Source: an optimization exercise on an open RTL-to-GDS flow (aim: small area, a short achievable clock period and few clock cycles per item). Production flows keep margins and buffers that such runs may drop. RTL that was checked went through simulation tests only; none was proved equivalent to the original. Function not checked in runs 2 to 8: the RTL went through the layout flow alone. No activity file was given, so power comes from the tool's default toggle rates.

`flow/config.mk`:
```
export PLATFORM = sky130hd
export DESIGN_NAME = divider
export DESIGN_NICKNAME = divider
export VERILOG_FILES = /design/flow/design.v
export SDC_FILE = /design/flow/constraint.sdc
export NUM_CORES = 4
export LEC_CHECK = 0
export CAP_MARGIN = 20
export CORE_MARGIN = 2
export CORE_UTILIZATION = 40
export PLACE_DENSITY = 0.6
export SLEW_MARGIN = 20
```
`flow/run.sh`:
```
#!/bin/bash
# synth_recipe.tcl (not shown) runs the flow's synth.tcl, then flattens the netlist and writes it again
# the make line also repeats each setting of config.mk as NAME=value (left out here)
make -C /OpenROAD-flow-scripts/flow DESIGN_CONFIG=/design/flow/config.mk WORK_HOME=/design/flow/orfs CLKGATE_MAP_FILE= SYNTH_SCRIPT=/design/flow/synth_recipe.tcl finish
```
`flow/design.v`:
```
`timescale 1ns / 1ps
module divider(quotient, remainder, done, divisor, dividend, start, clk, rst);
    parameter WORD_SIZE     = 32;
    parameter COUNTER_SIZE  = 6;     
    parameter INIT          = 2'h0;
    parameter SHIFT_LEFT    = 2'h1;
    parameter LOAD          = 2'h2;
    parameter DONE          = 2'h3;
    output reg [WORD_SIZE - 1:0] quotient, remainder;
    input [WORD_SIZE - 1:0] divisor, dividend;
    input start, clk, rst;
    output done;                         
    reg [1:0] state, nextState;          
    reg [WORD_SIZE - 1:0] D;             
    reg [WORD_SIZE - 1:0] count;             
    reg initReg;                        
    wire N_GTE_D;                        
    reg shiftQuotient;                  
    reg enShiftLeft;                    
    reg enLoad;                         
    reg selDifference;                  
    wire cntDone;                        
    wire [WORD_SIZE - 1:0] T;            
    wire [WORD_SIZE - 1:0] difference;   
    always_ff @(posedge clk, negedge rst) begin
        if (~rst)
            state <= DONE;
        else
            state <= nextState;
    end
    always_ff @(posedge clk, negedge rst) begin
        if (~rst)
            D <= 0;
        else if (initReg)
            D <= divisor;
    end
    always_ff @(posedge clk, negedge rst) begin
        if (~rst)
            quotient <= 0;
        else if (initReg)
            quotient <= dividend;
        else if (shiftQuotient)
            quotient <= {quotient[WORD_SIZE - 2:0], N_GTE_D};
        else
            quotient <= quotient;
    end
    always_ff @(posedge clk, negedge rst) begin
        if (~rst)
            remainder <= 0;
        else if (enLoad) begin
            if (selDifference)
                remainder <= difference;
            else  
                remainder <= 0;
        end
        else if (enShiftLeft)
            remainder <= {remainder[WORD_SIZE - 2:0], quotient[WORD_SIZE - 1]};
        else
            remainder <= remainder;
    end
    always_ff @(posedge clk, negedge rst) begin
        if (~rst)
            count <= 0;
        else if (initReg)
            count <= WORD_SIZE;
        else if (count > 0)
            count <= count - 1;
    end
    assign cntDone = (count == 0)?1'b1:1'b0;
    assign done = (state == DONE);
    assign T = ~D + 1;
    assign {N_GTE_D, difference} = {remainder[WORD_SIZE - 2:0], quotient[WORD_SIZE - 1]} + T;
    always @(state, start, N_GTE_D, cntDone) begin
        case (state)
            INIT: begin
                if (!start && !N_GTE_D)     nextState = SHIFT_LEFT;
                else if (!start && N_GTE_D) nextState = LOAD;
                else                        nextState = INIT;
            end
            SHIFT_LEFT: begin
                if (!N_GTE_D && !cntDone)      nextState = SHIFT_LEFT;
                else if (!N_GTE_D && cntDone)  nextState = DONE;
                else if (N_GTE_D && !cntDone)  nextState = LOAD;
                else if (N_GTE_D && cntDone)   nextState = DONE;
                else                        nextState = DONE;
            end
            LOAD: begin
                if (!N_GTE_D && !cntDone)      nextState = SHIFT_LEFT;
                else if (!N_GTE_D && cntDone)  nextState = DONE;
                else if (N_GTE_D && !cntDone)  nextState = LOAD;
                else if (N_GTE_D && cntDone)   nextState = DONE;
                else                        nextState = DONE;
            end
            DONE: begin
                if (start)                  nextState = INIT;
                else             nextState = DONE;
            end
        endcase
    end
    always @ (nextState) begin
        case (nextState)
            INIT:       begin initReg = 1'b1; enShiftLeft = 1'b0;
                        enLoad = 1'b1; selDifference = 1'b0; shiftQuotient = 1'b0; end
            SHIFT_LEFT: begin initReg = 1'b0; enShiftLeft = 1'b1;
                        enLoad = 1'b0; selDifference = 1'b0; shiftQuotient = 1'b1; end
            LOAD:       begin initReg = 1'b0; enShiftLeft = 1'b0;
                        enLoad = 1'b1; selDifference = 1'b1; shiftQuotient = 1'b1; end
            DONE:       begin initReg = 1'b0; enShiftLeft = 1'b0;
                        enLoad = 1'b0; selDifference = 1'b0; shiftQuotient = 1'b0; end
        endcase
    end
endmodule
```
`flow/constraint.sdc`:
```
create_clock -name core_clock -period 5.0 [get_ports {clk}]
set_input_delay 1.0000 -clock core_clock [delete_from_list [all_inputs] [get_ports {clk}]]
set_output_delay 1.0000 -clock core_clock [all_outputs]
set_load 0.01 [all_outputs]
```
==> results.cfg, run 1 <==
[global_route]
grt_max_degree = 96
grt_first_pass_wirelength_um = 32900
grt-ovfl-total = 0
antenna_found_initial = 0
grt_use_total_pct = 20.1
grt_pass1_vias = 6416

[timing]
final-max-slew-violation-count = 0
layout_setup_ws_ps = 301
skew_ps = 8.64
fin_setup_tns_ps = 0
tightestPinTransition_ps = 1010
timing.slew.headroom_pct = 32.5
post-route-period-util_pct = 94.0
period_needed_ps = 4700
setup_viol = 0
rsz0062_at_grt = false
hold_violations = 0
fmax_mhz = 213

[setup_path]
path_max_fanout = 7
ff2ff_setup_slack_ps = 300
path_cells = or4_1, or4_1, or3_1, or2_2, nor3_1, xnor2_1, ha_1, a21oi_1, o21bai_1, a21oi_1, a2bb2oi_1, o211a_1, or2_1, nor3_1, a221o_1
crit_type = flip-flop to flip-flop
r2r-end = remainder[24]
crit-reg2reg-launch = D[8]
end_kind = flip-flop
crit_start = D[8]
start_kind = flip-flop
critical-path-max-stage-delay_ps = 580
rr_worst_depth = 15
arrival_ps = 5000
critPathRequiredTime_ps = 5300
slowest_stage = or4_1

[clock_tree]
cts.sinks = 130
clock_latency_ps = 420
root_buffer = clkbuf_16
cts_tree = yes
cts_buffer_depth = 2
cts_max_level = 4
cts_made_buffers = 17
clk_pin_slew_ps = 60

[hold_path]
hp-start = count[19]
min_path_cells = 2
min_path_type = flip-flop to flip-flop
whs_endpoint = count[19]

[placement]
gp_congestion = 0.898
dp_slack_ps = 118
io_buffers = 131
dp_hpwl_um = 14500

[yosys]
yosys.area.top_type_share_pct = 40.6
async_reset_ff_share_pct = 100
synth_cells = 880
syn_nets = 984
ys_seq_area_share_pct = 41.2
synth_flop_cell = dfrtp_1
synth-seq-cells = 130
yosysMostFrequentCell = nand2_1
yosysTopAreaCell = dfrtp_1
synth_top_cells_by_count = 129 x nand2_1, 128 x dfrtp_1, 109 x nor2_1, 54 x xnor2_1, 39 x a21oi_1
synth.distinct_cells = 60
synth_edf_count = 0
syn_area_mm2 = 0.00789
syn_avg_cell_area_um2 = 8.97
ys_warn_count = 1
ys_top_cells_by_area = dfrtp_1 41%, nand2_1 6.1%, xnor2_1 6.0%

[job]
cap_violations = 0

[floorplan]
initial_core_util_pct = 40.7
rows = 51
dieArea_mm2 = 0.0209
dieHeight_um = 144
pin_count = 132
core_mm2 = 0.0194
die_x_um = 144

[final_layout]
n_antenna_cell = 0
n_fill_cell = 1884
finalNetCount = 1107
drive_gt1_share_pct = 8.86
area_growth_pct = 27.3

[routing]
wl_per_cell_um = 15.7
vias = 6718
final_antenna_net_count = 0
drc = 0
firstDrtPassIters = 4
wirelength_um = 20200
drtIter0Drc = 366
via_per_inst = 5.24

[power_and_ir_drop]
p_per_area_mw_per_mm2 = 536
peakVddDrop_v = 0.000273
p_leak_uw = 0.00433

[status]
status = timing/DRC/antenna clean
## placed cells by master (no fill, tap or decap), types with 4 or more instances in the layout
cell,instances
a21oi_1,39
xor2_1,29
clkbuf_16,17
mux2_2,28
a21o_1,10
or3_1,8
dfrtp_1,128
or4_1,9
o21bai_1,5
a22oi_1,13
nor3_1,34
clkinv_2,4
nand3_1,8
buf_4,11
nor2_1,107
o21ai_0,35
nand4_1,9
ha_1,36
a211oi_1,6
nand2b_1,8
o211ai_1,6
a31oi_1,36
xnor2_1,54
clkdlybuf4s50_1,130
nor4_1,12
inv_1,21
nand2_1,128
o31ai_1,15
mux2i_1,4
## metrics by stage
stage,power (µW),std cells,area [µm²],hold slack (ps),util [%]
4_1_cts,5440,1281,10000,525,51.7
2_1_floorplan,3400,880,7890,501,-
6_report,5380,1281,10000,523,51.8
3_5_place_dp,4180,1249,9470,516,48.8
5_1_grt,5800,1281,10000,562,51.8
3_3_place_gp,4170,1249,9470,510,48.8
## per-layer routing
metal  vias up  part of all wire [%]  GRT usage [%]
met2       131                    46           31.6
met4         0                  0.84           5.06
met1      3182                    50           28.3
met3        15                   3.8           4.17
met5         -                     0              0
li1       3390                     -              -
## worst max path at each step
stage	endpoint	slack, ps	depth (start not counted)
after detailed placement	remainder[23]	120	15
final	remainder[24]	300	15
after global routing	remainder[24]	20	15
after CTS	remainder[23]	70	15
after global placement	remainder[26]	270	15
after floorplan	remainder[9]	430	17
## cell type report
class | count | area, µm² | share of cell area [%]
repair buffers | 142 | 1400 | 13.9
multi-input cells | 691 | 4420 | 43.9
well taps | 265 | 332 | 3.30
clock inverters | 13 | 138 | 1.37
inverters | 21 | 78.8 | 0.785
clock buffers | 19 | 433 | 4.31
flip-flops and latches | 130 | 3260 | 32.4
## what timing repair did
item	CTS	global route
gates resized for setup	0	4
endpoints found under the setup margin	0	17
hold buffers	0	0
setup buffers	0	0
## logic make-up after synthesis
kind of cell,Yosys count,synth area share [%]
AOI/OAI and AO/OA,191,15.8
muxes,34,4.88
and+or+nand+nor,346,19.7
buffers and inverters,59,3.20
adders and majority gates,37,5.96
xor gates and xnor gates,83,9.21
DFF,130,41.2
## critical path: cells and delay by family (launching register included)
family                     cells  cell delay [ps]
AOI/OAI and AO/OA              6             1220
xor gates and xnor gates       1              150
adders and majority gates      1              330
DFF                            1              420
and+or+nand+nor                7             2430
## state kept, by name, summed over array words and instances (netlist names)
| name | flops |
|---|---|
| D | 32 |
| count | 32 |
| quotient | 32 |
| remainder | 32 |
| state | 2 |
## where the power goes
part	switching [µW]	internal, µW	total, µW
sequential	350	1400	1750
clock	483	733	1220
combinational	1280	1140	2420
Testbench counts, summed over its fixed seeds: cycles 69,632, items 2,048.
==> run 2, diff against run 1 <==
==> flow/design.v (replaced) <==
module divider(quotient, remainder, done, divisor, dividend, start, clk, rst);
    output reg [31:0] quotient, remainder;
    input [31:0] divisor, dividend;
    input start, clk, rst;
    output done;
    reg        busy;
    reg [31:0] B;        
    reg [4:0]  cnt;      
    function [5:0] clz;
        input [31:0] x;
        integer i;
        begin
            clz = 6'd32;
            for (i = 0; i < 32; i = i + 1)
                if (x[i]) clz = 6'd31 - i;
        end
    endfunction
    wire [5:0] za = clz(dividend);
    wire [5:0] zb = clz(divisor);
    wire [6:0] sd = {1'b0, zb} - {1'b0, za};
    wire       quick = sd[6] | zb[5];          
    wire [4:0] s = sd[4:0];
    wire [32:0] diff = {1'b0, remainder} - {1'b0, B};
    wire        qbit = ~diff[32];
    assign done = ~busy;
    always_ff @(posedge clk, negedge rst) begin
        if (~rst)
            busy <= 1'b0;
        else if (busy)
            busy <= (cnt != 5'd0);
        else
            busy <= start & ~quick;
    end
    always_ff @(posedge clk) begin
        if (busy) begin
            B <= B >> 1;
            cnt <= cnt - 5'd1;
            quotient <= {quotient[30:0], qbit};
            if (qbit) remainder <= diff[31:0];
        end else begin
            B <= divisor << s;
            cnt <= s;
            if (start) begin
                quotient <= 32'd0;
                remainder <= dividend;
            end
        end
    end
endmodule
==> run 2 against run 1 <==
Against the previous run: still clean on timing, DRC and antenna; area after synthesis down 3.4%; cell area is 4.7% higher; first-iteration DRC count up 21%; critical endpoint is now B[29]; largest power group unchanged.
==> results.cfg, run 2 <==
[status]
status = timing/DRC/antenna clean

[timing]
final-max-slew-violation-count = 0
hold_violations = 0
timing.slew.headroom_pct = 41.5
post-route-period-util_pct = 95.1
layout_setup_ws_ps = 244
fin_setup_tns_ps = 0
period_needed_ps = 4760
skew_ps = 11.1
tightestPinTransition_ps = 877
setup_viol = 0
fmax_mhz = 210

[yosys]
synth_flop_cell = edfxtp_1
synth.distinct_cells = 67
synth_edf_count = 64
synth_cells = 861
yosys.area.top_type_share_pct = 25.2
ys_warn_count = 1
syn_nets = 970
async_reset_ff_share_pct = 0.980
synth_top_cells_by_count = 75 x a21oi_1, 75 x nand2_1, 64 x edfxtp_1, 63 x nor2_1, 60 x inv_1
yosysTopAreaCell = edfxtp_1
syn_avg_cell_area_um2 = 8.85
ys_seq_area_share_pct = 35.3
ys_top_cells_by_area = edfxtp_1 25%, dfxtp_1 9.7%, ha_1 6.6%
synth-seq-cells = 102
syn_area_mm2 = 0.00762

[power_and_ir_drop]
p_leak_uw = 0.00428
peakVddDrop_v = 0.000391
p_per_area_mw_per_mm2 = 683

[clock_tree]
cts_buffer_depth = 2
cts_made_buffers = 9
clk_pin_slew_ps = 80
cts.sinks = 102
clock_latency_ps = 370
root_buffer = clkbuf_16
cts_max_level = 3
cts_tree = yes

[routing]
drc = 0
wl_per_cell_um = 17.1
via_per_inst = 5.49
final_antenna_net_count = 0
drtIter0Drc = 444
wirelength_um = 22500
firstDrtPassIters = 6
vias = 7208

[hold_path]
min_path_type = flip-flop to flip-flop

[setup_path]
critPathRequiredTime_ps = 5220
path_max_fanout = 6
arrival_ps = 4980
end_kind = flip-flop
ff2ff_setup_slack_ps = 1070
start_kind = input pin
crit_type = input pin to flip-flop

[global_route]
grt_pass1_vias = 6854
antenna_found_initial = 0
grt_first_pass_wirelength_um = 35400
grt_max_degree = 82
grt-ovfl-total = 0
grt_use_total_pct = 22.3

[floorplan]
dieArea_mm2 = 0.0202
dieHeight_um = 142
initial_core_util_pct = 40.8
rows = 50
die_x_um = 142
core_mm2 = 0.0187
pin_count = 132

[final_layout]
drive_gt1_share_pct = 18.9
reg_top3 = B (32), quotient (32), remainder (32)
area_growth_pct = 38.0
layout_commonest_cell = clkdlybuf4s50_1
utilization_pct = 56.2
multi_input_area_mm2 = 0.00477
n_fill_cell = 1713
fin_area_mm2 = 0.0105
n_antenna_cell = 0
final_cell_mix = 124 x clkdlybuf4s50_1, 98 x buf_4, 75 x nand2_1
finalNetCount = 1182
seqCellArea_mm2 = 0.00269

[placement]
gp_congestion = 0.898
io_buffers = 131
dp_slack_ps = -542
dp_hpwl_um = 17300
placed_area_mm2 = 0.00994

[job]
cap_violations = 0
[run 2: cell types whose count changed after synthesis, sizes merged, moves of 33 or more]
cell    before  now
a21oi       39   77
edfxtp       0   64
nor2       109   63
nand2      129   76
inv         21   61
dfrtp      128    1
xnor2       54   21
mux2i        4   42
dfxtp        0   37
a211oi       6   41
[run 2: final timing paths]
path,start,end,depth (start not counted)
worst max-delay path,dividend[5],B[29],18
min in group asynchronous,rst,busy,1
worst min register to register,B[6],B[5],2
worst min-delay path,B[6],B[5],2
max in group asynchronous,rst,busy,1
worst max register to register,remainder[15],remainder[16],11
[run 2: cell type report]
| cell class | count | area share [%] |
|---|---|---|
| Clock buffer | 9 | 2.14 |
| Sequential cell | 102 | 25.6 |
| Tap cell | 234 | 2.78 |
| Timing Repair Buffer | 238 | 21.1 |
| Clock inverter | 7 | 0.821 |
| Multi-Input combinational cell | 661 | 45.4 |
| Inverter | 61 | 2.18 |
[run 2: power by group]
group / total, µW / leakage, µW / switching, µW / internal (µW)
Sequential: 1820 / 0.00100 / 219 / 1600
Clock: 734 / 0.000151 / 375 / 359
Combinational: 4640 / 0.00313 / 2430 / 2210
Total: 7190 / 0.00428 / 3020 / 4160
[run 2: repair_timing]
action | CTS | global route
hold buffers | 0 | 0
endpoints found under the setup margin | 17 | 33
pin swaps | 0 | 22
cloned | 0 | 2
setup buffers | 0 | 4
resized for setup | 4 | 51
[run 2: logic make-up (layout without fill, tap and decap cells)]
group	after synthesis	in the layout	synth area share, %
buffers and inverters	98	315	4.91
adders and majority gates	42	42	7.09
AOI/OAI and AO/OA	261	261	22.0
and+or+nand+nor	254	254	16.2
muxes	73	73	11.0
DFF	102	102	35.3
xor gates and xnor gates	31	31	3.56
[run 2: per-stage QoR]
step	cells	power [µW]	hold WS, ps
2_1_floorplan	861	4840	425
6_report	1312	7190	460
3_5_place_dp	1290	6350	444
4_1_cts	1306	7120	459
3_3_place_gp	1290	6300	442
5_1_grt	1312	7770	479
[run 2: layer usage]
| layer | part of all wire, % | track usage, % | wire, µm | vias up |
|---|---|---|---|---|
| li1 | - | - | - | 3605 |
| met1 | 46 | 29.9 | 10200 | 3379 |
| met4 | 1.4 | 6.05 | 321 | 0 |
| met2 | 48 | 37.3 | 10700 | 195 |
| met5 | 0 | 0 | 0 | - |
| met3 | 5.3 | 3.63 | 1200 | 29 |
[run 2: critical path: stages]
cell and delay (ps):
clkdlybuf4s50_1 460, buf_4 170, a21oi_1 120, o21ai_0 100, a21oi_1 210, nor3_1 100
o311ai_1 260, a21oi_1 130, nor3_2 180, ha_2 200, inv_1 60, fa_1 600
buf_6 170, mux4_2 570, mux2i_4 200, mux2i_1 150, a211oi_1 230, a21oi_1 70
==> run 3, diff against run 2 <==
--- a/flow/config.mk
+++ b/flow/config.mk
@@ -11,2 +11,3 @@
 export PLACE_DENSITY = 0.6
+export SETUP_SLACK_MARGIN = 1.0
 export SLEW_MARGIN = 20
==> run 3 against run 2 <==
Against the previous run: largest power group unchanged; still clean on timing, DRC and antenna; non-clock buffer count up 12; largest cell class unchanged; critical path depth rose by 5; clock skew down 4.8 ps.
==> results.cfg, run 3 <==
[yosys]
synth_edf_count = 64
yosys.area.top_type_share_pct = 25.2
ys_seq_area_share_pct = 35.3
syn_nets = 970
ys_warn_count = 1
async_reset_ff_share_pct = 0.980
synth_cells = 861
synth_flop_cell = edfxtp_1
yosysTopAreaCell = edfxtp_1
syn_avg_cell_area_um2 = 8.85
synth.distinct_cells = 67
synth-seq-cells = 102
syn_area_mm2 = 0.00762
ys_top_cells_by_area = edfxtp_1 25%, dfxtp_1 9.7%, ha_1 6.6%
synth_top_cells_by_count = 75 x a21oi_1, 75 x nand2_1, 64 x edfxtp_1, 63 x nor2_1, 60 x inv_1

[routing]
wl_met1_um = 10200
wl_met3_um = 1140
met2_length_um = 11000
wirelength_um = 22900
drc = 0
final_antenna_net_count = 0
wl_per_cell_um = 17.3
via_per_inst = 5.53
vias = 7324
top_layer = met4
drtIter0Drc = 462
firstDrtPassIters = 5

[final_layout]
drive_gt1_share_pct = 25.7
finalNetCount = 1195
reg_top3 = B (32), quotient (32), remainder (32)
area_growth_pct = 45.7
n_fill_cell = 1665
n_antenna_cell = 0
layout_commonest_cell = clkdlybuf4s50_1
final_cell_count_no_fill = 1325
final_cell_mix = 110 x clkdlybuf4s50_1, 98 x buf_4, 73 x nand2_1

[setup_path]
rr_worst_depth = 11
crit_type = input pin to flip-flop
path_max_fanout = 5
ff2ff_setup_slack_ps = 1280
arrival_ps = 4800
crit-reg2reg-launch = remainder[15]
start_kind = input pin
r2r-end = remainder[17]
end_kind = flip-flop
critPathRequiredTime_ps = 5220

[global_route]
antenna_found_initial = 0
grt-ovfl-total = 0
grt_first_pass_wirelength_um = 36200
grt_max_degree = 58
grt_pass1_vias = 7089
grt_use_total_pct = 22.6

[job]
cap_violations = 0

[power_and_ir_drop]
peakVddDrop_v = 0.000458
p_per_area_mw_per_mm2 = 667
fin_total_pwr_uw = 7410
p_leak_uw = 0.00444

[clock_tree]
root_buffer = clkbuf_16
clock_latency_ps = 360
cts.sinks = 102
cts_buffer_depth = 2
cts_max_level = 3
cts_made_buffers = 9
clk_pin_slew_ps = 80
holdBufCountCts = 0
cts_tree = yes

[placement]
io_buffers = 131
dp_slack_ps = -607
dp_hpwl_um = 17000
dpl.cell_count = 1283
gp_congestion = 0.918

[floorplan]
rows = 50
initial_core_util_pct = 40.8
pin_count = 132
core_mm2 = 0.0187
dieHeight_um = 142
die_x_um = 142
dieArea_mm2 = 0.0202

[timing]
final-max-slew-violation-count = 0
hold_violations = 0
tightestPinTransition_ps = 1010
fin_setup_tns_ps = 0
holdWs_ps = 456
skew_ps = 6.29
rsz0062_at_grt = true
setup_viol = 0
period_needed_ps = 4580
post-route-period-util_pct = 91.6
timing.slew.headroom_pct = 31.8
fmax_mhz = 218
layout_setup_ws_ps = 420

[hold_path]
min_path_type = flip-flop to flip-flop
whs_endpoint = B[7]
min_path_cells = 2
hp-start = B[8]

[status]
status = timing/DRC/antenna clean
==> run 3: kinds of logic (layout without fill, tap and decap cells) <==
group,count (synthesis),after routing,share of synthesized area [%]
AOI/OAI and AO/OA,261,261,22.0
and+or+nand+nor,254,254,16.2
DFF,102,102,35.3
buffers and inverters,98,328,4.91
muxes,73,73,11.0
adders and majority gates,42,42,7.09
xor gates and xnor gates,31,31,3.56
==> run 3: routing by layer <==
layer | vias up | global-route usage, %
met2 | 210 | 38.2
met5 | - | 0
met3 | 34 | 3.63
met4 | 0 | 6.16
met1 | 3451 | 30.0
li1 | 3629 | -
==> run 3: worst max-delay path by stage <==
stage	start	end	slack, ps
finish	dividend[5]	B[27]	420
global route	dividend[5]	B[21]	190
CTS	dividend[0]	B[29]	310
detailed placement	dividend[0]	B[27]	-610
global placement	dividend[0]	B[27]	-620
floorplan	dividend[0]	B[27]	830
==> run 3: final cells by class <==
type | count | area [µm²] | share of cell area (%)
multi-input combinational | 661 | 5160 | 46.5
sequential | 102 | 2690 | 24.2
clock inverter | 7 | 97.6 | 0.879
inverter | 61 | 241 | 2.17
tap | 234 | 293 | 2.64
timing repair buffer | 250 | 2390 | 21.5
clock buffer | 9 | 225 | 2.03
timing repair inverter | 1 | 8.76 | 0.0789
==> run 3: repair_timing <==
item / in CTS / in global routing
endpoints found under the setup margin: 37 / 69
resized for setup: 118 / 78
gates cloned: 3 / 1
setup buffers: 17 / 5
pin swaps: 34 / 23
==> run 3: stage by stage <==
| stage | instance area [µm²] | utilization, % |
|---|---|---|
| finish | 11100 | 59.4 |
| global route | 11100 | 59.4 |
| CTS | 10700 | 57.4 |
| detailed placement | 9950 | 53.2 |
| global placement | 9950 | 53.2 |
| floorplan | 7770 | - |
==> run 3: power breakdown <==
part           switching [µW]  internal [µW]  total [µW]
Combinational            2470           2320        4790
Sequential                248           1600        1850
Clock                     364            406         771
Total                    3080           4320        7400
==> run 3: critical path, cell delays in order <==
cell	delay, ps
buf_6	100
nor2_4	140
o31ai_4	100
buf_4	140
a211oi_2	240
o31ai_2	80
buf_4	150
a211oi_2	200
o31ai_2	90
a211oi_2	210
nor3_2	70
o31ai_2	210
buf_4	170
fa_2	500
buf_6	160
buf_6	110
buf_6	110
mux4_2	320
buf_6	140
mux2i_4	160
a211oi_2	90
a211oi_2	260
a21oi_1	70
==> run 4, diff against run 3 <==
--- a/flow/config.mk
+++ b/flow/config.mk
@@ -11,3 +11,3 @@
 export PLACE_DENSITY = 0.6
-export SETUP_SLACK_MARGIN = 1.0
+export SETUP_SLACK_MARGIN = 2.0
 export SLEW_MARGIN = 20
==> run 4 against run 3 <==
Against the previous run: via count increased by 4.6%; hold slack improved by 15 ps; critical path depth increased by 1; critical path type unchanged; largest cell class unchanged.
==> results.cfg, run 4 <==
[routing]
firstDrtPassIters = 5
wirelength_um = 25000
via_per_inst = 5.49
drc = 0
final_antenna_net_count = 0
wl_per_cell_um = 17.9
drtIter0Drc = 469
vias = 7658

[setup_path]
path_cells = clkbuf_2, nor2_4, o31ai_1, buf_4, a211oi_4, o31ai_4, buf_6, a211oi_4, o31ai_2, a211oi_2, nor3_2, o31ai_2, buf_4, fa_2, buf_6, inv_8, nor2_1, a21oi_1, a21oi_1, buf_4, mux2_4, o22ai_2, nor2_1, a21oi_1
r2r-end = remainder[29]
end_kind = flip-flop
arrival_ps = 4830
ff2ff_setup_slack_ps = 1570
slowest_stage = fa_2
crit-reg2reg-launch = remainder[13]
crit_start = dividend[4]
rr_worst_depth = 13
crit_path_end = B[23]
crit_type = input pin to flip-flop
path_max_fanout = 10
critical-path-max-stage-delay_ps = 480
critPathRequiredTime_ps = 5270
start_kind = input pin

[clock_tree]
cts_buffer_depth = 2
cts_max_level = 3
cts_tree = yes
clk_pin_slew_ps = 70
root_buffer = clkbuf_16
cts.sinks = 102
holdBufCountCts = 0
cts_made_buffers = 9
clock_latency_ps = 350

[timing]
skew_ps = 13.2
post-route-period-util_pct = 91.0
hold_violations = 0
period_needed_ps = 4550
final-max-slew-violation-count = 0
setup_viol = 0
fmax_mhz = 220
layout_setup_ws_ps = 449
rsz0062_at_grt = true
timing.slew.headroom_pct = 53.9
tightestPinTransition_ps = 692

[power_and_ir_drop]
peakVddDrop_v = 0.000408
p_switching_uw = 3470
p_leak_uw = 0.00488
power_frac_seq_pct = 22.1
p_per_area_mw_per_mm2 = 703
intPower_uw = 4970
switching_share_pct = 41.1
power_frac_clock_pct = 8.2
power_frac_comb_pct = 69.8

[placement]
dp_slack_ps = -492
io_buffers = 131
gp_congestion = 0.892
placed_area_mm2 = 0.0103
dp_hpwl_um = 17700

[yosys]
synth_flop_cell = edfxtp_1
syn_area_mm2 = 0.00762
synth_top_cells_by_count = 75 x a21oi_1, 75 x nand2_1, 64 x edfxtp_1, 63 x nor2_1, 60 x inv_1
synth.distinct_cells = 67
yosysTopAreaCell = edfxtp_1
ys_top_cells_by_area = edfxtp_1 25%, dfxtp_1 9.7%, ha_1 6.6%
ys_warn_count = 1
yosys.area.top_type_share_pct = 25.2
async_reset_ff_share_pct = 0.980
synth-seq-cells = 102
ys_seq_area_share_pct = 35.3
syn_nets = 970
synth_cells = 861
synth_edf_count = 64
syn_avg_cell_area_um2 = 8.85

[floorplan]
core_mm2 = 0.0187
rows = 50
initial_core_util_pct = 40.8
pin_count = 132
dieArea_mm2 = 0.0202
dieHeight_um = 142
die_x_um = 142

[final_layout]
seqCellArea_mm2 = 0.00269
finalNetCount = 1264
drive_gt1_share_pct = 34.2
n_fill_cell = 1529
fin_area_mm2 = 0.0120
n_antenna_cell = 0
multi_input_area_mm2 = 0.00550
area_growth_pct = 57.5
reg_top3 = B (32), quotient (32), remainder (32)
layout_commonest_cell = buf_4
final_cell_mix = 159 x buf_4, 109 x clkdlybuf4s50_1, 70 x nand2_1

[global_route]
antenna_found_initial = 0
grt_max_degree = 57
grt-ovfl-total = 0
grt_use_total_pct = 24.2
grt_first_pass_wirelength_um = 38400
grt_pass1_vias = 7312

[hold_path]
min_path_type = flip-flop to flip-flop

[status]
status = timing/DRC/antenna clean

[job]
cap_violations = 0
## run 4: routing by layer
metal / vias up / global-route usage, % / share of wire [%] / wire, µm
li1: 3755 / - / - / -
met1: 3633 / 32.8 / 44 / 11000
met2: 240 / 40.6 / 49 / 12200
met3: 30 / 3.60 / 5.4 / 1350
met4: 0 / 5.95 / 2.0 / 490
met5: - / 0 / 0 / 0
## run 4: timing repair
action / 4_1_cts / 5_1_grt
gates resized for setup: 117 / 115
endpoints found under the hold margin: 0 / 0
endpoints found under the setup margin: 73 / 85
gates cloned: 5 / 0
buffers inserted: 41 / 23
pin swaps: 50 / 63
## run 4: cell families (layout without fill, tap and decap cells)
| kind of cell | after synthesis | after routing | share of synthesized area, % |
|---|---|---|---|
| AOI/OAI and AO/OA | 261 | 261 | 22.0 |
| buffers and inverters | 98 | 397 | 4.91 |
| muxes | 73 | 73 | 11.0 |
| xor gates and xnor gates | 31 | 31 | 3.56 |
| and+or+nand+nor | 254 | 254 | 16.2 |
| DFF | 102 | 102 | 35.3 |
| adders and majority gates | 42 | 42 | 7.09 |
## run 4: power by group through the flow
| stage | sequential (µW) | combinational [µW] | clock, µW |
|---|---|---|---|
| detailed placement | 1880 | 4650 | 0 |
| global route | 1920 | 6380 | 742 |
| global placement | 1870 | 4610 | 0 |
| CTS | 1870 | 5380 | 710 |
| finish | 1860 | 5890 | 692 |
| floorplan | 1910 | 3100 | 0 |
## run 4: area by class of cell
type,instances,share of cell area [%]
Clock buffer,9,1.88
Clock inverter,7,0.521
Inverter,61,1.97
Multi-Input combinational cell,661,45.8
Sequential cell,102,22.4
Tap cell,234,2.44
Timing Repair Buffer,320,25.0
## run 4: critical path: cells and delay by family
kind                     cells  cell delay (ps)
AND/OR/NAND/NOR              4              290
multiplexers                 1              270
AO/OA/AOI/OAI               11             1780
adder cells (fa/ha/maj)      1              480
buffers and inverters        7              980
## run 4: through the flow
step | std cells | util, % | TNS [ps] | total power, µW | hold slack [ps]
after floorplan | 861 | - | 0 | 5010 | 425
after global placement | 1309 | 55.1 | -7850 | 6490 | 448
after detailed placement | 1309 | 55.1 | -9950 | 6530 | 459
after CTS | 1371 | 60.8 | 0 | 7950 | 473
after global routing | 1394 | 64.2 | 0 | 9040 | 497
final | 1394 | 64.2 | 0 | 8440 | 471
## run 4: how the worst min path moves through the flow
stage                      end  cells past startpoint  startpoint  slack, ps
final                     B[5]                      2        B[6]        470
after floorplan           B[4]                      2        B[5]        430
after global placement    B[4]                      2        B[5]        450
after CTS                 B[5]                      2        B[6]        470
after global routing      B[4]                      2        B[5]        500
after detailed placement  B[7]                      2        B[8]        460
==> run 5, diff against run 4 <==
--- a/flow/design.v
+++ b/flow/design.v
@@ -5,5 +5,5 @@
     output done;
-    reg        busy;
+    reg        busy, align;
+    reg [4:0]  sh;       
     reg [31:0] B;        
-    reg [4:0]  cnt;      
     function [5:0] clz;
@@ -21,3 +21,2 @@
     wire       quick = sd[6] | zb[5];          
-    wire [4:0] s = sd[4:0];
     wire [32:0] diff = {1'b0, remainder} - {1'b0, B};
@@ -26,8 +25,12 @@
     always_ff @(posedge clk, negedge rst) begin
-        if (~rst)
+        if (~rst) begin
             busy <= 1'b0;
-        else if (busy)
-            busy <= (cnt != 5'd0);
-        else
+            align <= 1'b0;
+        end else if (busy) begin
+            align <= 1'b0;
+            busy <= align | (sh != 5'd0);
+        end else begin
             busy <= start & ~quick;
+            align <= start & ~quick;
+        end
     end
@@ -35,9 +38,13 @@
         if (busy) begin
-            B <= B >> 1;
-            cnt <= cnt - 5'd1;
-            quotient <= {quotient[30:0], qbit};
-            if (qbit) remainder <= diff[31:0];
+            if (align) begin
+                B <= B << sh;
+            end else begin
+                B <= B >> 1;
+                sh <= sh - 5'd1;
+                quotient <= {quotient[30:0], qbit};
+                if (qbit) remainder <= diff[31:0];
+            end
         end else begin
-            B <= divisor << s;
-            cnt <= s;
+            B <= divisor;
+            sh <= sd[4:0];
             if (start) begin
--- a/flow/config.mk
+++ b/flow/config.mk
@@ -11,3 +11,2 @@
 export PLACE_DENSITY = 0.6
-export SETUP_SLACK_MARGIN = 2.0
 export SLEW_MARGIN = 20
==> run 5 against run 4 <==
Against the previous run: combinational power shrank 3%; count of clock-buffer cells in the layout is the same; sequential share of layout area grew 5.2 points; critical path type unchanged; register-to-register slack is essentially flat; fmax grew 14%; critical endpoint is now busy; via count shrank 2.0%; largest power group unchanged; clock power grew 7.5%; first-iteration DRC count grew 47%; flip-flop and latch count grew 1; cell count shrank 6.7%.
==> results.cfg, run 5 <==
[placement]
dp_slack_ps = 663
io_buffers = 131
dp_hpwl_um = 19700
gp_congestion = 0.897

[yosys]
syn_avg_cell_area_um2 = 8.99
syn_nets = 1020
synth.distinct_cells = 73
synth_top_cells_by_count = 92 x nand2_1, 75 x nor2_1, 71 x edfxtp_1, 68 x a21oi_1, 67 x inv_1
yosys.area.top_type_share_pct = 26.0
ys_seq_area_share_pct = 34.0
synth_flop_cell = edfxtp_1
synth-seq-cells = 103
yosysMostFrequentCell = nand2_1
yosysTopAreaCell = edfxtp_1
synth_edf_count = 71
ys_top_cells_by_area = edfxtp_1 26%, dfxtp_1 7.3%, ha_1 6.1%
ys_warn_count = 1
async_reset_ff_share_pct = 1.94
syn_area_mm2 = 0.00819
synth_cells = 911

[setup_path]
crit_type = input pin to flip-flop
cp_top_family = compound AO/OA/AOI/OAI gates
critical-path-max-stage-delay_ps = 530
path_buf_inv = 2
slowest_stage = clkdlybuf4s50_1
rr_worst_depth = 7
path_depth = 18
path_cells = clkdlybuf4s50_1, nor2b_1, o21bai_1, a21oi_1, o21ai_0, a21oi_1, o31a_1, o21ai_0, a221oi_1, ha_1, fa_1, inv_1, a21o_1, a21oi_1, o21bai_1, a21oi_1, nor3_1, or2_1
cpMostUsedCell = a21oi_1
arrival_ps = 4240
start_kind = input pin
path_max_fanout = 4
end_kind = flip-flop
critPathRequiredTime_ps = 5260

[status]
status = timing/DRC/antenna clean

[routing]
wl_per_cell_um = 19.7
drtIter0Drc = 689
firstDrtPassIters = 5
final_antenna_net_count = 0
vias = 7507
via_per_inst = 5.77
wirelength_um = 25600
drc = 0

[timing]
post-route-period-util_pct = 79.7
final-max-slew-violation-count = 0
fin_setup_tns_ps = 0
setup_viol = 0
tightestPinTransition_ps = 977
layout_setup_ws_ps = 1010
holdWs_ps = 556
skew_ps = 13.6
fmax_mhz = 251
rsz0062_at_grt = false
timing.slew.headroom_pct = 34.9
period_needed_ps = 3990
hold_violations = 0

[power_and_ir_drop]
peakVddDrop_v = 0.000434
power_frac_comb_pct = 66.5
power_frac_seq_pct = 24.8
fin_total_pwr_uw = 8620
intPower_uw = 4650
p_switching_uw = 3970
switching_share_pct = 46.1
p_leak_uw = 0.00397
p_per_area_mw_per_mm2 = 854
power_frac_clock_pct = 8.6

[floorplan]
die_x_um = 147
rows = 52
dieHeight_um = 147
core_mm2 = 0.0202
pin_count = 132
initial_core_util_pct = 40.6
dieArea_mm2 = 0.0216

[global_route]
grt-ovfl-total = 0
antenna_found_initial = 2
grt_use_total_pct = 23.8
grt_max_degree = 68
grt_pass1_vias = 7314
grt_first_pass_wirelength_um = 40100

[clock_tree]
cts_tree = yes
cts_max_level = 3
cts_made_buffers = 9
postCtsSetupBuffers = 0
cts_resized = 0
cts_buffer_depth = 2
cts.sinks = 103
clock_latency_ps = 370
clk_pin_slew_ps = 90
root_buffer = clkbuf_16
holdBufCountCts = 0

[job]
cap_violations = 0

[final_layout]
utilization_pct = 50.0
reg_top3 = B (32), quotient (32), remainder (32)
final_cell_mix = 131 x clkdlybuf4s50_1, 92 x nand2_1, 75 x nor2_1
drive_gt1_share_pct = 9.34
finalNetCount = 1132
layout_commonest_cell = clkdlybuf4s50_1
area_growth_pct = 23.2

[hold_path]
min_path_type = flip-flop to flip-flop
min_path_cells = 1
run 5: cells by family after synthesis:
logic type	synth area share, %
XOR/XNOR	2.67
AND/OR/NAND/NOR	16.7
adder cells (fa/ha/maj)	6.60
multiplexers	13.3
flip-flops	34.0
buffers and inverters	5.41
AO/OA/AOI/OAI	21.4
run 5: path summary, 6_finish.rpt:
check | from | to | slack [ps]
hold reg to reg | quotient[10] | quotient[11] | 560
setup reg to reg | busy | remainder[14] | 1570
setup / recovery | dividend[0] | busy | 1010
max in group asynchronous | rst | busy | 4070
hold / removal | quotient[10] | quotient[11] | 560
min in group asynchronous | rst | align | 790
run 5: area by class of cell:
class,count,area (µm²)
Fill cell,1964,10100
Multi-Input combinational cell,695,4980
Sequential cell,103,2790
Timing Repair Buffer,144,1410
Tap cell,270,338
Inverter,70,263
Clock buffer,9,225
Clock inverter,7,81.3
Antenna cell,2,5.00
run 5: power groups by stage:
stage / Clock, µW / Combinational, µW / Sequential (µW)
global placement: 0 / 5630 / 2160
CTS: 761 / 5700 / 2140
global route: 789 / 6300 / 2210
detailed placement: 0 / 5660 / 2150
floorplan: 0 / 4000 / 2070
finish: 744 / 5730 / 2140
run 5: routing by layer:
| metal | routed length [µm] | vias up | GRT usage (%) |
|---|---|---|---|
| met5 | 0 | - | 0 |
| li1 | - | 3616 | - |
| met4 | 730 | 0 | 9.04 |
| met2 | 12000 | 251 | 38.1 |
| met3 | 1450 | 47 | 3.42 |
| met1 | 11400 | 3593 | 32.7 |
run 5: metrics by stage:
stage	instances	area, µm²
after global routing	1300	10100
after floorplan	911	8190
after global placement	1282	9780
final	1300	10100
after detailed placement	1282	9780
after CTS	1298	10100
==> run 6, diff against run 5 <==
--- a/flow/config.mk
+++ b/flow/config.mk
@@ -7,2 +7,3 @@
 export LEC_CHECK = 0
+export ABC_CLOCK_PERIOD_IN_PS = 2500
 export CAP_MARGIN = 20
==> run 6 against run 5 <==
Against the previous run: area after synthesis did not move; clock power barely moved; critical path depth did not move; sequential share of layout area did not move; cell area did not move; sequential power barely moved; flip-flop and latch count did not move; count of clock-buffer cells in the layout did not move; critical endpoint unchanged; die area did not move; routed wire length did not move; worst setup slack did not move; non-clock buffer count did not move; highest routed layer unchanged.
==> results.cfg, run 6 <==
[floorplan]
core_mm2 = 0.0202
pin_count = 132
dieHeight_um = 147
initial_core_util_pct = 40.6
die_x_um = 147
dieArea_mm2 = 0.0216
rows = 52

[yosys]
syn_area_mm2 = 0.00819
synth-seq-cells = 103
yosysTopAreaCell = edfxtp_1
yosys.area.top_type_share_pct = 26.0
ys_warn_count = 1
syn_nets = 1020
ys_seq_area_share_pct = 34.0
async_reset_ff_share_pct = 1.94
ys_top_cells_by_area = edfxtp_1 26%, dfxtp_1 7.3%, ha_1 6.1%
synth_cells = 911
syn_avg_cell_area_um2 = 8.99
synth_top_cells_by_count = 92 x nand2_1, 75 x nor2_1, 71 x edfxtp_1, 68 x a21oi_1, 67 x inv_1
synth_flop_cell = edfxtp_1
synth.distinct_cells = 73
synth_edf_count = 71
yosysMostFrequentCell = nand2_1

[final_layout]
multi_input_area_mm2 = 0.00498
final_cell_count_no_fill = 1300
layout_commonest_cell = clkdlybuf4s50_1
drive_gt1_share_pct = 9.34
reg_top3 = B (32), quotient (32), remainder (32)
seqCellArea_mm2 = 0.00279
area_growth_pct = 23.2
finalNetCount = 1132
final_cell_mix = 131 x clkdlybuf4s50_1, 92 x nand2_1, 75 x nor2_1
n_fill_cell = 1964

[clock_tree]
cts_max_level = 3
clock_latency_ps = 370
cts.sinks = 103
postCtsSetupBuffers = 0
cts_buffer_depth = 2
cts_resized = 0
cts_tree = yes
holdBufCountCts = 0
clk_pin_slew_ps = 90
root_buffer = clkbuf_16
cts_made_buffers = 9

[placement]
dp_hpwl_um = 19700
io_buffers = 131
gp_congestion = 0.897
dpl.cell_count = 1282

[routing]
vias = 7507
final_antenna_net_count = 0
firstDrtPassIters = 5
drtIter0Drc = 689
drc = 0
via_per_inst = 5.77
wirelength_um = 25600
wl_per_cell_um = 19.7

[hold_path]
min_path_cells = 1
whs_endpoint = quotient[11]
min_path_type = flip-flop to flip-flop
hp-start = quotient[10]

[setup_path]
rr_worst_depth = 7
ff2ff_setup_slack_ps = 1570
arrival_ps = 4240
cp_top_family = compound AO/OA/AOI/OAI gates
crit-reg2reg-launch = busy
crit_type = input pin to flip-flop
path_cells = clkdlybuf4s50_1, nor2b_1, o21bai_1, a21oi_1, o21ai_0, a21oi_1, o31a_1, o21ai_0, a221oi_1, ha_1, fa_1, inv_1, a21o_1, a21oi_1, o21bai_1, a21oi_1, nor3_1, or2_1
cpMostUsedCell = a21oi_1
slowest_stage = clkdlybuf4s50_1
critical-path-max-stage-delay_ps = 530
path_buf_inv = 2
end_kind = flip-flop
start_kind = input pin
path_depth = 18
r2r-end = remainder[14]
critPathRequiredTime_ps = 5260
path_max_fanout = 4

[timing]
timing.slew.headroom_pct = 34.9
fmax_mhz = 251
tightestPinTransition_ps = 977
period_needed_ps = 3990
rsz0062_at_grt = false
post-route-period-util_pct = 79.7
final-max-slew-violation-count = 0
setup_viol = 0
fin_setup_tns_ps = 0
hold_violations = 0
skew_ps = 13.6

[power_and_ir_drop]
fin_total_pwr_uw = 8620
p_per_area_mw_per_mm2 = 854
p_leak_uw = 0.00397
peakVddDrop_v = 0.000434

[job]
cap_violations = 0

[global_route]
grt_use_total_pct = 23.8
grt_pass1_vias = 7314
grt_first_pass_wirelength_um = 40100
grt-ovfl-total = 0
antenna_found_initial = 2
grt_max_degree = 68

[status]
status = timing/DRC/antenna clean
run 6: cell counts after synthesis:
No cell type changed its count.
run 6: area by class of cell:
type | count | share of cell area, %
repair buffers | 144 | 14.0
clock buffers | 9 | 2.23
inverters | 70 | 2.60
clock inverters | 7 | 0.806
flip-flops and latches | 103 | 27.6
diodes | 2 | 0.0496
well taps | 270 | 3.35
multi-input cells | 695 | 49.4
run 6: where the power goes:
group          leakage, µW  internal, µW  switching, µW
clock network     0.000150           359            385
registers          0.00100          1650            489
logic              0.00281          2640           3100
total              0.00397          4650           3970
run 6: cell families (layout without fill, tap and decap cells):
logic type / Yosys count / count (layout) / synth area share [%]
xor gates and xnor gates: 25 / 25 / 2.67
DFF: 103 / 103 / 34.0
other: 0 / 2 / 0
AOI/OAI and AO/OA: 261 / 261 / 21.4
muxes: 81 / 81 / 13.3
adders and majority gates: 42 / 42 / 6.60
and+or+nand+nor: 286 / 286 / 16.7
buffers and inverters: 113 / 230 / 5.41
run 6: worst max-delay path by stage:
stage                           start            to  slack [ps]
final                     dividend[0]          busy        1010
after global routing      dividend[0]          busy         730
after CTS                 dividend[5]          busy        1030
after detailed placement   divisor[0]          busy         660
after global placement     divisor[0]          busy         720
after floorplan                  busy  remainder[0]         410
run 6: per-stage QoR:
step	hold slack, ps	setup WS (ps)	utilization, %	instance area [µm²]
2_1_floorplan	497	408	-	8190
3_3_place_gp	533	718	48.5	9780
3_5_place_dp	542	663	48.5	9780
4_1_cts	554	1030	50.0	10100
5_1_grt	570	726	50.0	10100
6_report	556	1010	50.0	10100
run 6: metal layers:
layer,GRT usage (%),vias up,share of wire (%)
met5,0,-,0
met4,9.04,0,2.9
met2,38.1,251,47
met3,3.42,47,5.7
met1,32.7,3593,45
li1,-,3616,-
==> run 7, diff against run 6 <==
--- a/flow/config.mk
+++ b/flow/config.mk
@@ -12,2 +12,3 @@
 export PLACE_DENSITY = 0.6
+export SETUP_SLACK_MARGIN = 1.5
 export SLEW_MARGIN = 20
==> run 7 against run 6 <==
Against the previous run: hold slack improved by 3.3 ps; flip-flop and latch count did not move; utilization rose by 1.1 points; combinational power rose by 3%; sequential power barely moved; clock power barely moved; cell area rose by 2.2%; cell count rose by 0.54%.
==> results.cfg, run 7 <==
[setup_path]
end_kind = flip-flop
critPathRequiredTime_ps = 5070
start_kind = input pin
crit_type = input pin to flip-flop
arrival_ps = 3640
path_max_fanout = 5

[timing]
timing.slew.headroom_pct = 28.5
fin_setup_tns_ps = 0
rsz0062_at_grt = true
setup_viol = 0
period_needed_ps = 3570
tightestPinTransition_ps = 1070
post-route-period-util_pct = 71.4
fmax_mhz = 280
hold_violations = 0
skew_ps = 16.6
final-max-slew-violation-count = 0

[global_route]
grt_first_pass_wirelength_um = 39000
grt_pass1_vias = 7092
grt-ovfl-total = 0
grt_use_total_pct = 23.2
grt_max_degree = 107
antenna_found_initial = 0

[floorplan]
pin_count = 132
dieHeight_um = 147
initial_core_util_pct = 40.6
dieArea_mm2 = 0.0216
die_x_um = 147
core_mm2 = 0.0202
rows = 52

[final_layout]
n_fill_cell = 1940
drive_gt1_share_pct = 14.3
layout_commonest_cell = clkdlybuf4s50_1
finalNetCount = 1141
fin_area_mm2 = 0.0103
n_antenna_cell = 0
area_growth_pct = 26.0
reg_top3 = B (32), quotient (32), remainder (32)
final_cell_mix = 102 x clkdlybuf4s50_1, 92 x nand2_1, 71 x edfxtp_1

[yosys]
yosysMostFrequentCell = nand2_1
ys_warn_count = 1
syn_nets = 1020
ys_top_cells_by_area = edfxtp_1 26%, dfxtp_1 7.3%, ha_1 6.1%
synth_cells = 911
ys_seq_area_share_pct = 34.0
async_reset_ff_share_pct = 1.94
yosys.area.top_type_share_pct = 26.0
synth_flop_cell = edfxtp_1
synth.distinct_cells = 73
synth-seq-cells = 103
syn_area_mm2 = 0.00819
syn_avg_cell_area_um2 = 8.99
yosysTopAreaCell = edfxtp_1
synth_edf_count = 71
synth_top_cells_by_count = 92 x nand2_1, 75 x nor2_1, 71 x edfxtp_1, 68 x a21oi_1, 67 x inv_1

[power_and_ir_drop]
p_per_area_mw_per_mm2 = 849
peakVddDrop_v = 0.000454
p_leak_uw = 0.00411
fin_total_pwr_uw = 8760

[placement]
gp_congestion = 0.961
dp_hpwl_um = 19200
placed_area_mm2 = 0.00976
io_buffers = 131

[routing]
vias = 7535
final_antenna_net_count = 0
wl_per_cell_um = 19.7
firstDrtPassIters = 5
via_per_inst = 5.77
drtIter0Drc = 691
wirelength_um = 25700
drc = 0

[clock_tree]
cts_max_level = 3
cts.sinks = 103
cts_buffer_depth = 2
holdBufCountCts = 0
clk_pin_slew_ps = 90
cts_tree = yes
clock_latency_ps = 370
cts_made_buffers = 9
root_buffer = clkbuf_16

[hold_path]
min_path_type = flip-flop to flip-flop

[status]
status = timing/DRC/antenna clean

[job]
cap_violations = 0
run 7: kinds of logic (layout without fill, tap and decap cells):
family          count (synthesis)  in the layout  share of synthesized area [%]
simple gates                  286            286                           16.7
compound gates                261            262                           21.4
buf+inv                       113            238                           5.41
flops                         103            103                           34.0
mux                            81             81                           13.3
fa+ha+maj                      42             42                           6.60
xor+xnor                       25             25                           2.67
run 7: final timing paths:
path	end	cells after the start	slack (ps)	from
setup / recovery	sh[4]	15	1430	divisor[26]
hold / removal	quotient[5]	1	560	quotient[4]
setup reg to reg	remainder[17]	12	1750	B[2]
hold reg to reg	quotient[5]	1	560	quotient[4]
max in group asynchronous	busy	1	3990	rst
min in group asynchronous	align	1	830	rst
run 7: critical path, cell delays in order:
cell	delay (ps)
clkdlybuf4s50_1	530
nor3_2	160
o221ai_1	170
o221ai_1	230
a21oi_1	60
o311ai_1	290
ha_2	260
fa_2	230
inv_2	40
a21o_1	160
a21oi_2	170
buf_4	140
xnor2_2	60
nor2_1	90
a21oi_1	50
run 7: per-stage QoR:
stage          cells  hold WS, ps  utilization, %  worst slack [ps]
2_1_floorplan    911          497               -              1530
3_3_place_gp    1280          535            48.4               673
3_5_place_dp    1280          543            48.4               651
4_1_cts         1305          564            50.5              1500
5_1_grt         1307          581            51.1              1230
6_report        1307          559            51.1              1430
run 7: layer usage:
metal / global-route usage (%) / part of all wire, %
met1: 32.1 / 44
met2: 38.0 / 48
met3: 2.20 / 5.2
met4: 8.27 / 2.5
met5: 0 / 0
run 7: timing repair:
item / CTS / global route
pin swaps: 32 / 21
cloned: 1 / 0
setup endpoints to repair: 18 / 22
gates resized for setup: 65 / 46
hold endpoints to repair: 0 / 0
setup buffers: 8 / 2
run 7: cell type report:
| cell class | instances | area [µm²] | area share (%) |
|---|---|---|---|
| Sequential cell | 103 | 2790 | 27.0 |
| Multi-Input combinational cell | 696 | 5150 | 50.0 |
| Clock buffer | 9 | 225 | 2.18 |
| Tap cell | 270 | 338 | 3.28 |
| Timing Repair Buffer | 152 | 1470 | 14.2 |
| Clock inverter | 7 | 81.3 | 0.789 |
| Inverter | 70 | 263 | 2.55 |
run 7: where the power goes:
part,internal [µW],switching [µW]
combinational,2730,3160
sequential,1650,475
clock,358,388
total,4730,4030
==> run 8, diff against run 7 <==
--- a/flow/config.mk
+++ b/flow/config.mk
@@ -7,3 +7,2 @@
 export LEC_CHECK = 0
-export ABC_CLOCK_PERIOD_IN_PS = 2500
 export CAP_MARGIN = 20
@@ -11,4 +10,4 @@
 export CORE_UTILIZATION = 40
+export GPL_TIMING_DRIVEN = 0
 export PLACE_DENSITY = 0.6
-export SETUP_SLACK_MARGIN = 1.5
 export SLEW_MARGIN = 20
==> run 8 against run 7 <==
Against the previous run: still clean; combinational power grew 4.2%; fmax fell by 15%; area after synthesis unchanged; clock power grew 1%; count of clock-buffer cells in the layout stayed put; largest power group unchanged.
==> results.cfg, run 8 <==
[status]
status = timing/DRC/antenna clean

[timing]
setup_viol = 0
rsz0062_at_grt = false
fmax_mhz = 238
period_needed_ps = 4210
holdWs_ps = 559
final-max-slew-violation-count = 0
timing.slew.headroom_pct = 45.3
skew_ps = 17.1
tightestPinTransition_ps = 821
post-route-period-util_pct = 84.1
hold_violations = 0

[global_route]
grt_pass1_vias = 7463
grt-ovfl-total = 0
antenna_found_initial = 0
grt_use_total_pct = 26.3
grt_first_pass_wirelength_um = 43600
grt_max_degree = 23

[hold_path]
min_path_type = flip-flop to flip-flop

[clock_tree]
cts_resized = 0
cts_buffer_depth = 2
clock_latency_ps = 370
cts_tree = yes
cts_max_level = 3
clk_pin_slew_ps = 80
holdBufCountCts = 0
cts_made_buffers = 9
root_buffer = clkbuf_16
cts.sinks = 103
postCtsSetupBuffers = 0

[yosys]
yosys.area.top_type_share_pct = 26.0
ys_warn_count = 1
yosysMostFrequentCell = nand2_1
syn_nets = 1020
synth_edf_count = 71
synth-seq-cells = 103
syn_area_mm2 = 0.00819
yosysTopAreaCell = edfxtp_1
synth.distinct_cells = 73
synth_flop_cell = edfxtp_1
async_reset_ff_share_pct = 1.94
synth_top_cells_by_count = 92 x nand2_1, 75 x nor2_1, 71 x edfxtp_1, 68 x a21oi_1, 67 x inv_1
ys_top_cells_by_area = edfxtp_1 26%, dfxtp_1 7.3%, ha_1 6.1%
syn_avg_cell_area_um2 = 8.99
synth_cells = 911
ys_seq_area_share_pct = 34.0

[job]
cap_violations = 0

[routing]
wl_per_cell_um = 21.3
drc = 0
wirelength_um = 28400
via_per_inst = 5.87
firstDrtPassIters = 5
wl_met3_um = 1840
top_layer = met4
final_antenna_net_count = 0
wl_met1_um = 12400
met2_length_um = 13400
vias = 7807
drtIter0Drc = 607

[power_and_ir_drop]
peakVddDrop_v = 0.000442
p_per_area_mw_per_mm2 = 873
p_leak_uw = 0.00400

[setup_path]
path_max_fanout = 4
critPathRequiredTime_ps = 5090
arrival_ps = 4300
end_kind = flip-flop
start_kind = input pin
crit_type = input pin to flip-flop

[final_layout]
seqCellArea_mm2 = 0.00278
n_antenna_cell = 0
n_fill_cell = 1943
multi_input_area_mm2 = 0.00499
utilization_pct = 50.7
area_growth_pct = 24.9
final_cell_mix = 131 x clkdlybuf4s50_1, 92 x nand2_1, 75 x nor2_1
drive_gt1_share_pct = 8.49
layout_commonest_cell = clkdlybuf4s50_1
finalNetCount = 1164
reg_top3 = B (32), quotient (32), remainder (32)

[floorplan]
core_mm2 = 0.0202
dieArea_mm2 = 0.0216
initial_core_util_pct = 40.6
dieHeight_um = 147
pin_count = 132
rows = 52
die_x_um = 147

[placement]
io_buffers = 131
gp_congestion = 0.953
dp_hpwl_um = 22800
==> run 8: path summary, 6_finish.rpt <==
path / start / end / slack [ps] / cells after the start
max: divisor[1] / sh[4] / 790 / 16
min in group asynchronous: rst / busy / 840 / 1
min reg2reg: quotient[28] / quotient[29] / 560 / 1
min: quotient[28] / quotient[29] / 560 / 1
max in group asynchronous: rst / align / 3980 / 1
max reg2reg: remainder[0] / remainder[13] / 1570 / 12
==> run 8: worst max-delay path: stages <==
cell and delay (ps):
clkdlybuf4s50_1 530, nor2_1 70, o31ai_1 280, a211oi_1 150, nor3_1 220, o31ai_1 110
a311oi_1 440, o31ai_1 160, a31o_2 280, fa_1 450, inv_1 70, a21o_1 100
a21oi_1 90, xnor2_1 140, nor2_1 120, a21oi_1 70
==> run 8: kinds of logic (layout without fill, tap and decap cells) <==
| family | count (synthesis) | in the layout | share of synthesized area, % |
|---|---|---|---|
| muxes | 81 | 81 | 13.3 |
| and+or+nand+nor | 286 | 286 | 16.7 |
| xor gates and xnor gates | 25 | 25 | 2.67 |
| DFF | 103 | 103 | 34.0 |
| adders and majority gates | 42 | 42 | 6.60 |
| buffers and inverters | 113 | 262 | 5.41 |
| AOI/OAI and AO/OA | 261 | 261 | 21.4 |
==> run 8: report_power, final <==
part / switching [µW] / internal (µW)
clock network: 394 / 361
registers: 388 / 1650
logic: 3420 / 2720
==> run 8: cell type report <==
class	instances	share of cell area (%)
multi-input cells	695	48.8
plain buffers	43	1.76
inverters	70	2.57
clock buffers	9	2.20
flip-flops and latches	103	27.2
clock inverters	7	0.820
repair buffers	133	13.4
well taps	270	3.30
==> run 8: per-stage QoR <==
stage	setup TNS, ps	setup slack, ps	cells	instance area, µm²	power, µW
after floorplan	0	408	911	8190	6060
after global placement	-56970	-1780	1312	9840	8040
after detailed placement	0	406	1314	9920	8100
after CTS	0	785	1330	10200	8880
after global routing	0	600	1330	10200	9590
final	0	794	1330	10200	8930
==> run 8: routing by layer <==
layer | vias to the layer above | track usage (%)
met4 | 0 | 8.37
met3 | 46 | 2.76
met5 | - | 0
met2 | 319 | 43.3
met1 | 3777 | 36.5
li1 | 3665 | -
==> run 9, diff against run 8 <==
--- a/flow/design.v
+++ b/flow/design.v
@@ -8,3 +8,30 @@
     reg [31:0] B;        
-    function [5:0] clz;
+    function [4:0] lzc;
+        input [31:0] x;
+        reg [15:0] v0; reg [15:0] z0;
+        reg [7:0]  v1; reg [15:0] z1;
+        reg [3:0]  v2; reg [11:0] z2;
+        reg [1:0]  v3; reg [7:0]  z3;
+        integer i;
+        begin
+            for (i = 0; i < 16; i = i + 1) begin
+                v0[i] = x[2*i+1] | x[2*i];
+                z0[i] = ~x[2*i+1];
+            end
+            for (i = 0; i < 8; i = i + 1) begin
+                v1[i] = v0[2*i+1] | v0[2*i];
+                z1[2*i +: 2] = v0[2*i+1] ? {1'b0, z0[2*i+1]} : {1'b1, z0[2*i]};
+            end
+            for (i = 0; i < 4; i = i + 1) begin
+                v2[i] = v1[2*i+1] | v1[2*i];
+                z2[3*i +: 3] = v1[2*i+1] ? {1'b0, z1[4*i+2 +: 2]} : {1'b1, z1[4*i +: 2]};
+            end
+            for (i = 0; i < 2; i = i + 1) begin
+                v3[i] = v2[2*i+1] | v2[2*i];
+                z3[4*i +: 4] = v2[2*i+1] ? {1'b0, z2[6*i+3 +: 3]} : {1'b1, z2[6*i +: 3]};
+            end
+            lzc = v3[1] ? {1'b0, z3[7:4]} : {1'b1, z3[3:0]};
+        end
+    endfunction
+    function [31:0] smear;
         input [31:0] x;
@@ -12,11 +39,10 @@
         begin
-            clz = 6'd32;
-            for (i = 0; i < 32; i = i + 1)
-                if (x[i]) clz = 6'd31 - i;
+            smear = x;
+            for (i = 1; i < 32; i = i * 2)
+                smear = smear | (smear >> i);
         end
     endfunction
-    wire [5:0] za = clz(dividend);
-    wire [5:0] zb = clz(divisor);
-    wire [6:0] sd = {1'b0, zb} - {1'b0, za};
-    wire       quick = sd[6] | zb[5];          
+    wire [4:0] za = lzc(dividend);
+    wire [4:0] zb = lzc(divisor);
+    wire       quick = (|(divisor & ~smear(dividend))) | ~(|divisor);
     wire [32:0] diff = {1'b0, remainder} - {1'b0, B};
@@ -48,3 +74,3 @@
             B <= divisor;
-            sh <= sd[4:0];
+            sh <= zb - za;
             if (start) begin
--- a/flow/config.mk
+++ b/flow/config.mk
@@ -10,3 +10,2 @@
 export CORE_UTILIZATION = 40
-export GPL_TIMING_DRIVEN = 0
 export PLACE_DENSITY = 0.6
==> run 9 against run 8 <==
Against the previous run: critical path depth is 3 lower; utilization shrank 0.88 points; total power decreased by 4.4%; flip-flop and latch count stayed put; count of clock-buffer cells in the layout unchanged; still clean; combinational power is 7.7% lower; cell count down 1.3%; area after synthesis fell by 0.86%.
==> results.cfg, run 9 <==
[status]
status = timing/DRC/antenna clean

[yosys]
syn_avg_cell_area_um2 = 8.76
syn_area_mm2 = 0.00812
async_reset_ff_share_pct = 1.94
synth_simple_gate_area_share_pct = 16.8
yosysTopAreaCell = edfxtp_1
synth_top_family_by_area = compound AO/OA/AOI/OAI gates
synth_cells = 927
synth_top_cells_by_count = 89 x nand2_1, 82 x nor2_1, 78 x a21oi_1, 71 x edfxtp_1
ys_seq_area_share_pct = 34.3
synth_mux_area_share_pct = 10.9
syn_nets = 1034
synth.distinct_cells = 70
synth_fa_ha_area_share_pct = 6.35
synth-compound-area-share_pct = 23.3
synth_flop_cell = edfxtp_1
ys_warn_count = 1
ys_top_cells_by_area = edfxtp_1 26%, dfxtp_1 7.4%, ha_1 5.9%
yosys.area.top_type_share_pct = 26.3
synth-xor-area-share_pct = 3.24
synth_edf_count = 71
synth-seq-cells = 103
yosysMostFrequentCell = nand2_1

[floorplan]
rows = 52
die_x_um = 146
initial_core_util_pct = 40.4
dieHeight_um = 146
core_mm2 = 0.0201
dieArea_mm2 = 0.0215
pin_count = 132

[timing]
skew_ps = 14.7
setup_viol = 0
timing.slew.headroom_pct = 31.9
final-max-slew-violation-count = 0
hold_violations = 0
tightestPinTransition_ps = 1020
rsz0062_at_grt = false
post-route-period-util_pct = 82.2
fin_setup_tns_ps = 0
fmax_mhz = 243
period_needed_ps = 4110

[clock_tree]
clk_pin_slew_ps = 80
postCtsSetupBuffers = 0
holdBufCountCts = 0
cts_buffer_depth = 2
clock_latency_ps = 370
cts.sinks = 103
cts_tree = yes
cts_resized = 0
cts_max_level = 3
cts_made_buffers = 9
root_buffer = clkbuf_16

[global_route]
grt_first_pass_wirelength_um = 41600
grt_pass1_vias = 7317
grt_use_total_pct = 24.8
grt_max_degree = 107
antenna_found_initial = 0
grt-ovfl-total = 0

[placement]
placed_area_mm2 = 0.00970
dp_hpwl_um = 21000
io_buffers = 131
gp_congestion = 0.943

[final_layout]
finalNetCount = 1145
reg_top3 = B (32), quotient (32), remainder (32)
layout_commonest_cell = clkdlybuf4s50_1
drive_gt1_share_pct = 8.34
fin_area_mm2 = 0.0100
n_antenna_cell = 0
n_fill_cell = 1916
final_cell_mix = 131 x clkdlybuf4s50_1, 89 x nand2_1, 82 x nor2_1
area_growth_pct = 23.4

[routing]
wirelength_um = 27100
wl_per_cell_um = 20.6
vias = 7812
drc = 0
final_antenna_net_count = 0
drtIter0Drc = 839
firstDrtPassIters = 5
via_per_inst = 5.95

[power_and_ir_drop]
power_frac_comb_pct = 66.4
p_per_area_mw_per_mm2 = 853
power_frac_clock_pct = 8.7
p_leak_uw = 0.00399
p_switching_uw = 3970
peakVddDrop_v = 0.000358
switching_share_pct = 46.4
power_frac_seq_pct = 24.9
intPower_uw = 4580
fin_total_pwr_uw = 8540

[job]
cap_violations = 0

[setup_path]
critPathRequiredTime_ps = 5110
arrival_ps = 4220
end_kind = flip-flop
path_max_fanout = 5
crit_type = input pin to flip-flop
start_kind = input pin

[hold_path]
min_path_type = flip-flop to flip-flop
## run 9: changes by cell type in the layout (fill, tap and decap cells not counted), sizes merged, moves of 8 or more
cell    delta
o21ai     +20
mux2i      -9
clkbuf    -31
o211ai    -14
a21oi     +11
mux2       -8
a21o       +9
## run 9: per-layer routing
layer,global-route usage [%],up-vias,routed length [µm]
li1,-,3666,-
met1,36.7,3776,12900
met2,37.0,321,11700
met3,3.81,49,1660
met4,8.69,0,836
met5,0,-,0
## run 9: metrics by stage
step | hold slack [ps] | worst slack (ps) | std cells | utilization (%)
finish | 549 | 892 | 1313 | 49.8
global route | 576 | 561 | 1313 | 49.8
CTS | 552 | 930 | 1313 | 49.8
detailed placement | 539 | 537 | 1297 | 48.3
global placement | 511 | 587 | 1297 | 48.3
floorplan | 499 | 1250 | 927 | -
## run 9: area by class of cell
class | instances | area [µm²] | share of cell area, %
inverter | 67 | 251 | 2.51
sequential | 103 | 2790 | 27.8
clock inverter | 7 | 86.3 | 0.862
tap | 270 | 338 | 3.37
multi-input combinational | 715 | 4920 | 49.2
clock buffer | 9 | 225 | 2.25
timing repair buffer | 142 | 1410 | 14.0
## run 9: cells by family (layout without fill, tap and decap cells)
kind of cell	after synthesis	in the layout
xor+xnor	30	30
fa+ha+maj	40	40
flops	103	103
compound gates	291	291
mux	63	63
buf+inv	109	225
simple gates	291	291
## run 9: power groups by stage
stage	logic, µW	registers, µW	clock network [µW]
6_report	5670	2130	746
5_1_grt	6180	2200	781
4_1_cts	5620	2120	758
3_5_place_dp	5570	2140	0
3_3_place_gp	5590	2140	0
2_1_floorplan	3870	2040	0
## run 9: final timing paths
kind	to	slack, ps	startpoint	depth (start not counted)
min	B[29]	550	B[30]	2
max	sh[4]	890	dividend[23]	13
min reg2reg	B[29]	550	B[30]	2
max reg2reg	remainder[5]	1160	remainder[0]	13
min in group asynchronous	busy	780	rst	1
max in group asynchronous	busy	4080	rst	1
## run 9: critical path, cell delays in order
cell and delay (ps):
clkdlybuf4s50_1 480, nor4_1 480, nor3b_1 390, nand3_1 190
o31ai_1 250, ha_1 200, inv_1 60, fa_1 390
a21o_1 190, a21oi_1 160, xor2_1 200, xnor2_1 130
o21ai_0 80
Testbench counts of run 9, summed over its fixed seeds: cycles 15,180, items 2,048.

==> what the ideal ports hide <==
The results above use ideal ports. As a check the final layouts listed here were re-extracted and re-timed, cells and wires unchanged. Step 1, drivers: a clkbuf_16 drives clk and a buf_2 each remaining input, both assumed. Step 2 times the ports against the registers' clock, not the clock port: input delays grow and output delays shrink by t, the midpoint of the rising clock arrivals with the driver on. Slacks: no drivers / after step 1 / after step 2; pairs: no drivers / after step 1.
run | t (ns) | setup slack, ns | worst setup path at the end | latest minus earliest clock arrival (ns) | slew at the worst register clock pin (ns)
run 1 | 0.459 | 0.301 / 0.301 / 0.301 | register to register | 0.009 / 0.009 | 0.06 / 0.06
run 2 | 0.407 | 0.244 / 0.266 / -0.141 | input to register | 0.012 / 0.012 | 0.09 / 0.09
run 3 | 0.401 | 0.420 / 0.422 / 0.021 | input to register | 0.008 / 0.008 | 0.08 / 0.08
run 4 | 0.391 | 0.449 / 0.449 / 0.059 | input to register | 0.013 / 0.013 | 0.08 / 0.08
run 5 | 0.411 | 1.013 / 1.036 / 0.624 | input to register | 0.013 / 0.013 | 0.09 / 0.09
run 6 | 0.411 | 1.013 / 1.036 / 0.624 | input to register | 0.013 / 0.013 | 0.09 / 0.09
run 7 | 0.409 | 1.429 / 1.432 / 1.023 | input to register | 0.016 / 0.017 | 0.09 / 0.09
run 8 | 0.406 | 0.794 / 0.812 / 0.405 | input to register | 0.017 / 0.017 | 0.09 / 0.09
run 9 | 0.408 | 0.892 / 0.918 / 0.510 | input to register | 0.015 / 0.015 | 0.09 / 0.09
Met with ideal ports but missed after step 2: setup timing in run 2. The setup slack of run 7, which loses most, moves by +0.003 ns with the drivers and by -0.406 ns with both steps.
